Context: an optimization exercise on an open-source flow, tuned for small area. The choices shown serve that exercise and are no tape-out recipe. RTL that was checked went through simulation tests only; none was proved equivalent to the original.

==> inputs of wip/delta <==
## mulNbit
module mulNbit(a, b, clk, cin, rst, sum, cout);
	parameter N = 32;
	input [N-1:0] a, b;
	input cin, clk, rst;
	output reg [N-1:0] sum;
	output reg cout;
  ...
==> flow/config.mk <==
export PLATFORM = sky130hd
export DESIGN_NAME = mulNbit
export DESIGN_NICKNAME = mulNbit
export VERILOG_FILES = /design/flow/design.v
export SDC_FILE = /design/flow/constraint.sdc
export NUM_CORES = 4
export LEC_CHECK = 0
export CAP_MARGIN = 10
export CORE_MARGIN = 2
export CORE_UTILIZATION = 60
export CTS_BUF_LIST = sky130_fd_sc_hd__clkbuf_4 sky130_fd_sc_hd__clkbuf_8
export GPL_TIMING_DRIVEN = 0
export SLEW_MARGIN = 10
export SYNTH_HIERARCHICAL = 1
export SYNTH_MINIMUM_KEEP_SIZE = 0
==> flow/constraint.sdc <==
create_clock -name core_clock -period 8.5 [get_ports {clk}]
set_input_delay 1.7000 -clock core_clock [delete_from_list [all_inputs] [get_ports {clk}]]
set_output_delay 1.7000 -clock core_clock [all_outputs]
set_load 0.01 [all_outputs]
standard.sh (not shown) runs the stock make flow with config.mk's settings and CLKGATE_MAP_FILE= SYNTH_SCRIPT=/design/flow/synth_recipe.tcl, a recipe that flattens the netlist after the stock synthesis.
==> flow/flow/run.sh <==
#!/bin/bash
# The standard layout (standard.sh) with two changes:
#  - after the standard synthesis, every combinational cell is set to the
#    smallest drive strength of its family (flow/downsize.py); the resizer
#    in placement, CTS and routing upsizes what timing needs;
#  - the port buffers are the smallest buffer cell.
set -euo pipefail
ARGS=(BUFFER_PORTS_ARGS="-buffer_cell sky130_fd_sc_hd__buf_1")
R=orfs/results/sky130hd/mulNbit/base
bash standard.sh "${ARGS[@]}" synth > synth.log 2>&1
cp $R/1_2_yosys.v 1_2_yosys.standard.v
python3 flow/downsize.py "$FLOW_HOME/platforms/sky130hd/lib/sky130_fd_sc_hd__tt_025C_1v80.lib" $R/1_2_yosys.v > downsize.log 2>&1
rm -f $R/1_synth.odb $R/1_synth.sdc
bash standard.sh "${ARGS[@]}" finish > standard.log 2>&1
Other scripts of this flow, unchanged in this note and not shown: flow/flow/downsize.py
==> inputs of wip/cedar, as changes to wip/delta <==
--- a/flow/design.v
+++ b/flow/design.v
@@ -17,48 +17,48 @@
   assign neg9 = b[17];
   assign neg10 = b[19];
   assign neg11 = b[21];
   assign neg12 = b[23];
   assign neg13 = b[25];
   assign neg14 = b[27];
   assign neg15 = b[29];
   assign neg16 = b[31];
-  ainvr u_ai0 (.x(a[0]), .r(rst), .y(an17));
-  ainvr u_ai1 (.x(a[1]), .r(rst), .y(an18));
-  ainvr u_ai2 (.x(a[2]), .r(rst), .y(an19));
-  ainvr u_ai3 (.x(a[3]), .r(rst), .y(an20));
-  ainvr u_ai4 (.x(a[4]), .r(rst), .y(an21));
-  ainvr u_ai5 (.x(a[5]), .r(rst), .y(an22));
-  ainvr u_ai6 (.x(a[6]), .r(rst), .y(an23));
-  ainvr u_ai7 (.x(a[7]), .r(rst), .y(an24));
-  ainvr u_ai8 (.x(a[8]), .r(rst), .y(an25));
-  ainvr u_ai9 (.x(a[9]), .r(rst), .y(an26));
-  ainvr u_ai10 (.x(a[10]), .r(rst), .y(an27));
-  ainvr u_ai11 (.x(a[11]), .r(rst), .y(an28));
-  ainvr u_ai12 (.x(a[12]), .r(rst), .y(an29));
-  ainvr u_ai13 (.x(a[13]), .r(rst), .y(an30));
-  ainvr u_ai14 (.x(a[14]), .r(rst), .y(an31));
-  ainvr u_ai15 (.x(a[15]), .r(rst), .y(an32));
-  ainvr u_ai16 (.x(a[16]), .r(rst), .y(an33));
-  ainvr u_ai17 (.x(a[17]), .r(rst), .y(an34));
-  ainvr u_ai18 (.x(a[18]), .r(rst), .y(an35));
-  ainvr u_ai19 (.x(a[19]), .r(rst), .y(an36));
-  ainvr u_ai20 (.x(a[20]), .r(rst), .y(an37));
-  ainvr u_ai21 (.x(a[21]), .r(rst), .y(an38));
-  ainvr u_ai22 (.x(a[22]), .r(rst), .y(an39));
-  ainvr u_ai23 (.x(a[23]), .r(rst), .y(an40));
-  ainvr u_ai24 (.x(a[24]), .r(rst), .y(an41));
-  ainvr u_ai25 (.x(a[25]), .r(rst), .y(an42));
-  ainvr u_ai26 (.x(a[26]), .r(rst), .y(an43));
-  ainvr u_ai27 (.x(a[27]), .r(rst), .y(an44));
-  ainvr u_ai28 (.x(a[28]), .r(rst), .y(an45));
-  ainvr u_ai29 (.x(a[29]), .r(rst), .y(an46));
-  ainvr u_ai30 (.x(a[30]), .r(rst), .y(an47));
-  ainvr u_ai31 (.x(a[31]), .r(rst), .y(an48));
+  ainv u_ai0 (.x(a[0]), .y(an17));
+  ainv u_ai1 (.x(a[1]), .y(an18));
+  ainv u_ai2 (.x(a[2]), .y(an19));
+  ainv u_ai3 (.x(a[3]), .y(an20));
+  ainv u_ai4 (.x(a[4]), .y(an21));
+  ainv u_ai5 (.x(a[5]), .y(an22));
+  ainv u_ai6 (.x(a[6]), .y(an23));
+  ainv u_ai7 (.x(a[7]), .y(an24));
+  ainv u_ai8 (.x(a[8]), .y(an25));
+  ainv u_ai9 (.x(a[9]), .y(an26));
+  ainv u_ai10 (.x(a[10]), .y(an27));
+  ainv u_ai11 (.x(a[11]), .y(an28));
+  ainv u_ai12 (.x(a[12]), .y(an29));
+  ainv u_ai13 (.x(a[13]), .y(an30));
+  ainv u_ai14 (.x(a[14]), .y(an31));
+  ainv u_ai15 (.x(a[15]), .y(an32));
+  ainv u_ai16 (.x(a[16]), .y(an33));
+  ainv u_ai17 (.x(a[17]), .y(an34));
+  ainv u_ai18 (.x(a[18]), .y(an35));
+  ainv u_ai19 (.x(a[19]), .y(an36));
+  ainv u_ai20 (.x(a[20]), .y(an37));
+  ainv u_ai21 (.x(a[21]), .y(an38));
+  ainv u_ai22 (.x(a[22]), .y(an39));
+  ainv u_ai23 (.x(a[23]), .y(an40));
+  ainv u_ai24 (.x(a[24]), .y(an41));
+  ainv u_ai25 (.x(a[25]), .y(an42));
+  ainv u_ai26 (.x(a[26]), .y(an43));
+  ainv u_ai27 (.x(a[27]), .y(an44));
+  ainv u_ai28 (.x(a[28]), .y(an45));
+  ainv u_ai29 (.x(a[29]), .y(an46));
+  ainv u_ai30 (.x(a[30]), .y(an47));
+  ainv u_ai31 (.x(a[31]), .y(an48));
   assign onen49 = ~b[0];
   assign twon50 = b[0] | ~b[1];
   bencn u_encn1 (.b1(b[3]), .b0(b[2]), .bm(b[1]), .onen(onen51), .twon(twon52));
   bencn u_encn2 (.b1(b[5]), .b0(b[4]), .bm(b[3]), .onen(onen53), .twon(twon54));
   bencn u_encn3 (.b1(b[7]), .b0(b[6]), .bm(b[5]), .onen(onen55), .twon(twon56));
   bencn u_encn4 (.b1(b[9]), .b0(b[8]), .bm(b[7]), .onen(onen57), .twon(twon58));
   bencn u_encn5 (.b1(b[11]), .b0(b[10]), .bm(b[9]), .onen(onen59), .twon(twon60));
   bencn u_encn6 (.b1(b[13]), .b0(b[12]), .bm(b[11]), .onen(onen61), .twon(twon62));
@@ -370,17 +370,17 @@
   bseln u_sel14_1 (.onen(onen77), .twon(twon78), .neg(neg15), .xn1(an18), .xn0(an17), .p(pp377));
   bseln u_sel14_2 (.onen(onen77), .twon(twon78), .neg(neg15), .xn1(an19), .xn0(an18), .p(pp378));
   bseln u_sel14_3 (.onen(onen77), .twon(twon78), .neg(neg15), .xn1(an20), .xn0(an19), .p(pp379));
   bseln u_sel14_4 (.onen(onen77), .twon(twon78), .neg(neg15), .xn1(an21), .xn0(an20), .p(pp380));
   assign pp381 = ~(onen79 | an17);
   assign pc382 = neg16 & ~pp381;
   bseln u_sel15_1 (.onen(onen79), .twon(twon80), .neg(neg16), .xn1(an18), .xn0(an17), .p(pp383));
   bseln u_sel15_2 (.onen(onen79), .twon(twon80), .neg(neg16), .xn1(an19), .xn0(an18), .p(pp384));
-  assign pp385 = ~an17 & b[31];
+  assign pp385 = a[0] & b[31];
   assign s386 = pc82 ^ pp83;
   assign c387 = pc82 & pp83;
   fa u_fa0 (.x(pp115), .y(pp84), .z(c387), .s(s388), .c(c389));
   fa u_fa1 (.x(pp85), .y(pc116), .z(pp117), .s(s390), .c(c391));
   assign s392 = s390 ^ c389;
   assign c393 = s390 & c389;
   fa u_fa2 (.x(pp147), .y(pp86), .z(pp118), .s(s394), .c(c395));
   fa u_fa3 (.x(c391), .y(s394), .z(c393), .s(s396), .c(c397));
@@ -804,29 +804,32 @@
   assign prod[27] = sum1007;
   assign prod[28] = sum1008;
   assign prod[29] = sum1009;
   assign prod[30] = sum1010;
   assign prod[31] = sum1011;
   assign prod[32] = sum1012;
 	always @ (posedge clk)
 	begin
-		{cout, sum} <= prod;
+		if(~rst)
+			begin
+				sum <= 0;
+				cout <= 0;
+			end
+		else
+			begin
+				{cout, sum} <= prod;
+			end
 	end
 endmodule
 module ainv(x, y);
 	input x;
 	output y;
 	assign y = ~x;
 endmodule
-module ainvr(x, r, y);
-	input x, r;
-	output y;
-	assign y = ~(x & r);
-endmodule
 module bencn(b1, b0, bm, onen, twon);
 	input b1, b0, bm;
 	output onen, twon;
 	assign onen = ~(b0 ^ bm);
 	assign twon = ~(b1 ^ b0) | (b0 ^ bm);
 endmodule
 module bseln(onen, twon, neg, xn1, xn0, p);
 	input onen, twon, neg, xn1, xn0;
==> impl_metrics.csv <==
group,metric,value,unit
status,status,"finished clean",
critical_path,critical_path.startpoint,"a[3]",
drt,wl_per_cell,24.9,µm
drt,wl_met1,15.0,mm
floorplan,rows,50,
finish,final_util,68.0,%
placed_design,dp_hpwl,26.1,mm
floorplan,fp.dieH,141,µm
timing,worstMarginPinSlew,1.28,ns
finish,buffers,125,
the above is filed under wip/cedar

==> impl_metrics.csv <==
group,metric,value,unit
status,status,"finished clean",
timing,setup_viol,0,
finish,nets,1513,
floorplan,rows,49,
timing,worstMarginPinSlew,1.14,ns
finish,final_util,69.5,%
critical_path,critical_path.startpoint,"b[13]",
finish,buffers,129,
drt,wl_per_cell,26.6,µm
floorplan,fp.dieH,140,µm
drt,wl_met1,14.7,mm
the above is filed under wip/delta

For wip/delta, only the layout was checked, not whether the RTL still works.

========
==> 11-07 <==
Another version of the RTL of mulNbit (not shown whole).
==> flow/config.mk <==
export PLATFORM = sky130hd
export DESIGN_NAME = mulNbit
export DESIGN_NICKNAME = mulNbit
export VERILOG_FILES = /design/flow/design.v
export SDC_FILE = /design/flow/constraint.sdc
export NUM_CORES = 4
export LEC_CHECK = 0
export CAP_MARGIN = 10
export CORE_MARGIN = 2
export CORE_UTILIZATION = 60
export CTS_BUF_LIST = sky130_fd_sc_hd__clkbuf_4 sky130_fd_sc_hd__clkbuf_8
export GPL_TIMING_DRIVEN = 0
export PLACE_DENSITY = 0.75
export SETUP_SLACK_MARGIN = 0.05
export SLEW_MARGIN = 10
export SYNTH_HIERARCHICAL = 1
export SYNTH_MINIMUM_KEEP_SIZE = 0
==> flow/constraint.sdc <==
create_clock -name core_clock -period 8.5 [get_ports {clk}]
set_input_delay 1.7000 -clock core_clock [delete_from_list [all_inputs] [get_ports {clk}]]
set_output_delay 1.7000 -clock core_clock [all_outputs]
set_load 0.01 [all_outputs]
==> flow/flow/downsize.py <==
#!/usr/bin/env python3
"""Set every combinational cell of the synthesized netlist to the smallest
drive strength of its family (same function, same pins); the placement and
routing steps' resizer then upsizes whatever timing needs.
usage: downsize.py LIB NETLIST  (rewrites NETLIST in place)"""
import re
import sys
import collections

lib = open(sys.argv[1]).read()
cells = {}
for m in re.finditer(r'\n\s*cell\s*\(\s*"?(\w+)"?\s*\)\s*\{', lib):
    name = m.group(1)
    start = m.end()
    nxt = lib.find('\n    cell (', start)
    body = lib[start:nxt if nxt > 0 else len(lib)]
    am = re.search(r'area\s*:\s*([\d.]+)', body)
    pins = tuple(sorted(re.findall(r'pin\s*\(\s*"?(\w+)"?\s*\)', body)))
    ff = 'ff (' in body or 'ff(' in body or 'latch' in body
    cells[name] = (float(am.group(1)) if am else 0.0, pins, ff)
fam = collections.defaultdict(list)
for name, (area, pins, ff) in cells.items():
    m = re.match(r'(sky130_fd_sc_hd__\w+?)_(\d+)$', name)
    if m:
        fam[(m.group(1), pins)].append((area, int(m.group(2)), name))
best = {}
for (base, pins), lst in fam.items():
    lst.sort()
    for area, n, name in lst:
        best[name] = lst[0][2]
net = open(sys.argv[2]).read()
count = collections.Counter()


def rep(m):
    name = m.group(1)
    if name not in cells or cells[name][2]:
        return m.group(0)
    if name.startswith(('sky130_fd_sc_hd__clkbuf', 'sky130_fd_sc_hd__conb')):
        return m.group(0)
    b = best.get(name, name)
    if cells[b][0] >= cells[name][0]:
        b = name
    if b != name:
        count[(name, b)] += 1
    return m.group(0).replace(name, b, 1)


net = re.sub(r'^\s*(sky130_fd_sc_hd__\w+)\s', rep, net, flags=re.M)
open(sys.argv[2], 'w').write(net)
for (a, b), n in sorted(count.items()):
    print('%4d %s -> %s' % (n, a, b))
Scripts as last shown in full above: flow/flow/run.sh
==> 11-06 (differences from 11-07) <==
--- a/flow/design.v
+++ b/flow/design.v
@@ -813,37 +813,37 @@
   assign P1034 = P1002 & P1024;
   assign G1035 = G1003 | (P1004 & G1023);
   assign P1036 = P1004 & P1024;
   assign G1037 = G1005 | (P1006 & G1023);
   assign P1038 = P1006 & P1024;
   assign G1039 = G1007 | (P1008 & G1023);
   assign P1040 = P1008 & P1024;
-  bxor u_sum9 (.a(p914), .b(1'b0), .y(sum1041));
-  bxor u_sum10 (.a(p916), .b(G937), .y(sum1042));
-  bxor u_sum11 (.a(s480), .b(G961), .y(sum1043));
-  bxor u_sum12 (.a(p918), .b(G963), .y(sum1044));
-  bxor u_sum13 (.a(s502), .b(G985), .y(sum1045));
-  bxor u_sum14 (.a(p920), .b(G987), .y(sum1046));
-  bxor u_sum15 (.a(s528), .b(G989), .y(sum1047));
-  bxor u_sum16 (.a(p922), .b(G991), .y(sum1048));
-  bxor u_sum17 (.a(s558), .b(G1009), .y(sum1049));
-  bxor u_sum18 (.a(p924), .b(G1011), .y(sum1050));
-  bxor u_sum19 (.a(s592), .b(G1013), .y(sum1051));
-  bxor u_sum20 (.a(p926), .b(G1015), .y(sum1052));
-  bxor u_sum21 (.a(s630), .b(G1017), .y(sum1053));
-  bxor u_sum22 (.a(p928), .b(G1019), .y(sum1054));
-  bxor u_sum23 (.a(s672), .b(G1021), .y(sum1055));
-  bxor u_sum24 (.a(p930), .b(G1023), .y(sum1056));
-  bxor u_sum25 (.a(s718), .b(G1025), .y(sum1057));
-  bxor u_sum26 (.a(p932), .b(G1027), .y(sum1058));
-  bxor u_sum27 (.a(s768), .b(G1029), .y(sum1059));
-  bxor u_sum28 (.a(p934), .b(G1031), .y(sum1060));
-  bxor u_sum29 (.a(s822), .b(G1033), .y(sum1061));
-  bxor u_sum30 (.a(p936), .b(G1035), .y(sum1062));
-  bxor u_sum31 (.a(s880), .b(G1037), .y(sum1063));
+  assign sum1041 = p914 ^ 1'b0;
+  assign sum1042 = p916 ^ G937;
+  assign sum1043 = s480 ^ G961;
+  assign sum1044 = p918 ^ G963;
+  assign sum1045 = s502 ^ G985;
+  assign sum1046 = p920 ^ G987;
+  assign sum1047 = s528 ^ G989;
+  assign sum1048 = p922 ^ G991;
+  assign sum1049 = s558 ^ G1009;
+  assign sum1050 = p924 ^ G1011;
+  assign sum1051 = s592 ^ G1013;
+  assign sum1052 = p926 ^ G1015;
+  assign sum1053 = s630 ^ G1017;
+  assign sum1054 = p928 ^ G1019;
+  assign sum1055 = s672 ^ G1021;
+  assign sum1056 = p930 ^ G1023;
+  assign sum1057 = s718 ^ G1025;
+  assign sum1058 = p932 ^ G1027;
+  assign sum1059 = s768 ^ G1029;
+  assign sum1060 = p934 ^ G1031;
+  assign sum1061 = s822 ^ G1033;
+  assign sum1062 = p936 ^ G1035;
+  assign sum1063 = s880 ^ G1037;
   assign sum1064 = x912 ^ G1039;
   assign prod[0] = pp111;
   assign prod[1] = s416;
   assign prod[2] = s418;
   assign prod[3] = s422;
   assign prod[4] = s426;
   assign prod[5] = s432;
- GPL_ROUTABILITY_DRIVEN: default -> 0
- PLACE_DENSITY: 0.75 -> 0.8
==> impl_metrics.json <==
{
  "seq_area_share_pct": 5.52,
  "dieArea_um2": 19500,
  "worstMarginPinSlew_ns": 1.29,
  "final_util_pct": 66.4,
  "grt_pass1_vias": 9950,
  "status": "timing/DRC/antenna clean",
  "hold_start": "b[3]",
  "vias": 9651
}
(the above is from 11-06)
==> impl_metrics.json <==
{
  "grt_pass1_vias": 9891,
  "status": "timing/DRC/antenna clean",
  "vias": 9712,
  "hold_start": "b[1]",
  "final_util_pct": 67.4,
  "hold_end": "sum[1]$_DFF_P_",
  "seq_area_share_pct": 5.46,
  "cts_sinks": 33,
  "dieArea_um2": 19400
}
(the above is from 11-07)
No run of this note included a check of the RTL's function; only the layout flow was run.

separate check: timing with driven ports:
No port has a modelled driver above. Below, the same layouts with a new extraction and two added sets of constraints.
Step 1, drivers: a clkbuf_16 drives clk and a buf_2 each remaining input, both assumed.
Step 2, shift: input delay + t, output delay - t, t = (earliest + latest rising clock arrival at the registers) / 2. This alone moves slack from input paths to output paths.
Three values: ideal, step 1, step 2; two values: the first two.
| run | t, ns | setup WS [ns] | worst setup path after step 2 | clock arrival spread, ns | pins driven straight from the clock port |
|---|---|---|---|---|---|
| wip/delta | 0.370 | 0.222 / 0.235 / -0.135 | input to register | 0.022 / 0.022 | 1 |
| wip/cedar | 0.362 | 0.181 / 0.188 / -0.174 | input to register | 0.027 / 0.028 | 1 |
| 11-07 | 0.350 | 0.199 / 0.202 / -0.148 | input to register | 0.025 / 0.024 | 1 |
| 11-06 | 0.358 | 0.201 / 0.220 / -0.138 | input to register | 0.010 / 0.010 | 1 |
With both steps, setup timing fails in every run listed, where it was met with ideal ports. The setup slack of wip/delta, which loses most, moves by +0.013 ns with the drivers and by -0.357 ns with both steps.
